Background: an optimization exercise with open tools, aiming at small area and a short achievable clock period. Do not read the settings as production practice. RTL that was checked went through simulation tests only; none was proved equivalent to the original. Power is estimated from default activity; no workload was simulated.

==> flow/design.v (excerpt) <==
module matrix_multi(input clk,
input wire rst,                  
input wire in_valid,             
input wire[127:0] buff_x,
output wire out_valid,           
output wire[95:0] buff_y);
localparam MR = 1;
localparam A1 = 0, B1 = 1, C1 = 1, D1 = 1;
localparam A2 = 0, B2 = 1, C2 = 1, D2 = 1;
localparam XR = 1;
localparam LAT = XR + MR + A1 + B1 + C1 + D1 + A2 + B2 + C2 + D2;
wire [127:0] xr;
pipe #(.W(128), .EN(XR)) px(clk, buff_x, xr);
wire [2:0] g00, g01, g02, g03, g10, g11, g13, g21, g22, g23;
wire [2:0] f00, f01, f02, f03, f10, f11, f13, f21, f22, f23;
fmflag #(32'h3f000000) fg00(buff_x[127:96], g00);
fmflag #(32'hbfc00000) fg01(buff_x[95:64],  g01);
fmflag #(32'hbf400000) fg02(buff_x[63:32],  g02);
fmflag #(32'hbf600000) fg03(buff_x[31:0],   g03);
fmflag #(32'h3f400000) fg10(buff_x[127:96], g10);
fmflag #(32'h3f000000) fg11(buff_x[95:64],  g11);
fmflag #(32'hbfa00000) fg13(buff_x[31:0],   g13);
fmflag #(32'hbe000000) fg21(buff_x[95:64],  g21);
fmflag #(32'h3fb00000) fg22(buff_x[63:32],  g22);
fmflag #(32'h3e800000) fg23(buff_x[31:0],   g23);
pipe #(.W(30), .EN(XR)) pf(clk,
  {g00, g01, g02, g03, g10, g11, g13, g21, g22, g23},
  {f00, f01, f02, f03, f10, f11, f13, f21, f22, f23});
wire [31:0] x1 = xr[127:96];
wire [31:0] x2 = xr[95:64];
wire [31:0] x3 = xr[63:32];
wire [31:0] x4 = xr[31:0];
wire [31:0] mp00, mp01, mp02, mp03, mp10, mp11, mp13, mp21, mp22, mp23;
wire [31:0] mul00, mul01, mul02, mul03;
wire [31:0] mul10, mul11, mul12, mul13;
wire [31:0] mp12, mp20;
wire [31:0] mul20, mul21, mul22, mul23;
fmulc #(32'h3f000000, 0, XR) mult00(clk, x1, f00, mp00);   
fmulc #(32'hbfc00000, 0, XR) mult01(clk, x2, f01, mp01);   
fmulc #(32'hbf400000, 0, XR) mult02(clk, x3, f02, mp02);   
fmulc #(32'hbf600000, 0, XR) mult03(clk, x4, f03, mp03);   
  ...
Size in the first run: ~13,000 cells after synthesis, roughly 94,000 sq um of cells after synthesis.
clock: 13.0 ns
lec_check: 0
abc_area: 1
cap_margin: 20
core_margin: 2
core_utilization: 70
cts_cluster_diameter: 60
cts_cluster_size: 20
slew_margin: 20
standard.sh (not shown) runs the stock make flow with config.mk's settings and CLKGATE_MAP_FILE= SYNTH_SCRIPT=/design/flow/synth_recipe.tcl, a recipe that flattens the netlist after the stock synthesis.
==> flow/flow/run.sh <==
#!/bin/bash
# Own layout flow: the standard ORFS layout (standard.sh), with port
# buffers of a stronger drive and timing repair aimed below the clock period.
set -euo pipefail
export BUFFER_PORTS_ARGS="-buffer_cell sky130_fd_sc_hd__buf_4"
export SETUP_SLACK_MARGIN=9.2
bash standard.sh > standard.log 2>&1
The baseline produced a clean layout.
Edit:
CTS_CLUSTER_DIAMETER = 100   (was 60)
CTS_CLUSTER_SIZE = 24   (was 20)
The new run completed without violations.
Cell area is lower by 2.2%.
Critical path depth stays the same.
Synthesized cell count is unchanged.
Cell count is lower by 0.80%.
Fmax is higher by 0.75%.
Power is lower by 4.6%.
Global-route usage is lower by 0.82 points.
Edit:
CTS_CLUSTER_DIAMETER = 70   (was 100)
CTS_CLUSTER_SIZE = 28   (was 24)
Effect: Sequential share of layout area fell by 0.52 points; first-iteration DRC count rose slightly; worst setup slack loses 0.13 ns; design area rose slightly; power rose by a few percent.
Function was not checked in any run of this note: the RTL went through the layout flow alone.


## job 5525
Another version of the RTL of matrix_multi (not shown whole).
Size: ~1600 flip-flops, roughly 230 I/O pins, ~92000 um^2 of cells after synthesis.
clock: 13.0 ns
lec_check: 0
abc_area: 1
cap_margin: 20
core_margin: 2
core_utilization: 70
cts_cluster_diameter: 100
cts_cluster_size: 16
slew_margin: 20
==> flow/flow/run.sh <==
#!/bin/bash
# Own layout flow: the standard ORFS layout (standard.sh), with
#  - port buffers: buf_2 on inputs, buf_4 on outputs (a copy of the ORFS
#    scripts with that one change to global_place.tcl),
#  - timing repair aimed below the clock period.
set -euo pipefail
cp -r "$FLOW_HOME/scripts" scripts
sed -i 's/^\(\s*\)buffer_ports {\*}\[env_var_or_empty BUFFER_PORTS_ARGS\]/\1buffer_ports -inputs -buffer_cell sky130_fd_sc_hd__buf_2\n\1buffer_ports -outputs -buffer_cell sky130_fd_sc_hd__buf_4/' scripts/global_place.tcl
grep -n "buffer_ports" scripts/global_place.tcl > buffer_ports.log
export SCRIPTS_DIR="$PWD/scripts"
export SETUP_SLACK_MARGIN=9.2
bash standard.sh > standard.log 2>&1
Setup changes, job 5525 to job 195
# job 5525
export LEC_CHECK = 0
export ABC_AREA = 1
export CAP_MARGIN = 20
export CORE_MARGIN = 2
export CORE_UTILIZATION = 70
export CTS_CLUSTER_DIAMETER = 100
export CTS_CLUSTER_SIZE = 16
export SLEW_MARGIN = 20
create_clock -name core_clock -period 13.0 [get_ports {clk}]
# job 195
export LEC_CHECK = 0
export ABC_AREA = 1
export CAP_MARGIN = 20
export CORE_MARGIN = 2
export CORE_UTILIZATION = 70
export CTS_CLUSTER_DIAMETER = 100
export CTS_CLUSTER_SIZE = 24
export SLEW_MARGIN = 20
create_clock -name core_clock -period 13.0 [get_ports {clk}]
diff --git a/flow/flow/run.sh b/flow/flow/run.sh
--- a/flow/flow/run.sh
+++ b/flow/flow/run.sh
@@ -11 +11 @@
-export SETUP_SLACK_MARGIN=9.2
+export SETUP_SLACK_MARGIN=9.25
Notes after the runs:
- Job 195 reached the final stage; the timing, design-rule and antenna checks on its layout passed.
- Job 5525 -> job 195: net count after synthesis flat
- Looking at global-route wire length before repair across job 195 and job 5525, the one that comes out lower is job 195.
- Biggest cell delay along the critical path for job 195 is higher than for job 5525.
- The final non-filler cell area in job 195 sits about 0.36% below the value recorded for job 5525.
- From job 5525 to job 195, area inside the core boundary did not move at all.
- For number of signal-net buffers in the layout, dividing the value from job 195 by the value from job 5525 gives 1.08.
- [job 195] post-route total power fell 0.00042 W relative to job 5525
The following lists how job 7257 was set up differently from job 195:
# job 195
export LEC_CHECK = 0
export ABC_AREA = 1
export CAP_MARGIN = 20
export CORE_MARGIN = 2
export CORE_UTILIZATION = 70
export CTS_CLUSTER_DIAMETER = 100
export CTS_CLUSTER_SIZE = 24
export SLEW_MARGIN = 20
create_clock -name core_clock -period 13.0 [get_ports {clk}]
# job 7257
export LEC_CHECK = 0
export ABC_AREA = 1
export CAP_MARGIN = 20
export CORE_MARGIN = 2
export CORE_UTILIZATION = 78
export CTS_CLUSTER_DIAMETER = 100
export CTS_CLUSTER_SIZE = 24
export SLEW_MARGIN = 20
create_clock -name core_clock -period 13.0 [get_ports {clk}]
diff --git a/flow/flow/run.sh b/flow/flow/run.sh
--- a/flow/flow/run.sh
+++ b/flow/flow/run.sh
@@ -11 +11 @@
-export SETUP_SLACK_MARGIN=9.25
+export SETUP_SLACK_MARGIN=9.2
Notes after the runs:
Initial standard-cell utilization of the core: job 7257 > job 195
Relative to job 195, the final cell area reported for job 7257 is lower.
Core utilization (higher): job 7257
The sequential share of layout area reported for job 7257 is greater than that of job 195 by 0.25 points.
Job 7257 ended up with fewer standard cells than job 195.
[compare] base=job 195 new=job 7257: power decreased by 0.57% relative to the old numbers; die area dropped about 10%.

-- afterwards: timing with drivers on the ports --
No port has a modelled driver above. Below, the same layouts with a new extraction and two added sets of constraints.
Step 1: set_driving_cell puts a clkbuf_16 on clk and a buf_2 on each other input, an assumption about the parent block.
Step 2, shift: input delay + t, output delay - t, t = (earliest + latest rising clock arrival at the registers) / 2. This alone moves slack from input paths to output paths.
a / b / c = ideal ports / drivers / drivers and shift; a / b = the first two.
| run | shift t [ns] | setup WS [ns] | hold slack, ns | worst register clock-pin slew, ns | worst data-port slew with drivers (ns) |
|---|---|---|---|---|---|
| the first run of note 1 | 0.879 | 9.149 / 9.058 / 8.464 | 0.319 / 0.319 / 0.319 | 0.09 / 0.09 | 0.06 |
| the second run of note 1 | 0.828 | 9.178 / 9.083 / 8.617 | 0.317 / 0.317 / 0.317 | 0.11 / 0.11 | 0.06 |
| the third run of note 1 | 0.873 | 9.045 / 9.043 / 8.609 | 0.331 / 0.331 / 0.331 | 0.11 / 0.11 | 0.06 |
| job 5525 | 0.850 | 9.162 / 9.074 / 8.640 | 0.312 / 0.312 / 0.312 | 0.09 / 0.09 | 0.05 |
| job 195 | 0.816 | 9.163 / 9.079 / 8.625 | 0.320 / 0.320 / 0.320 | 0.11 / 0.11 | 0.05 |
| job 7257 | 0.796 | 9.166 / 9.072 / 8.813 | 0.330 / 0.330 / 0.330 | 0.11 / 0.11 | 0.06 |
After both steps setup and hold are still met in every run listed. For the first run of note 1, which loses most, drivers alone change the setup slack by -0.091 ns; drivers and shift together by -0.685 ns.
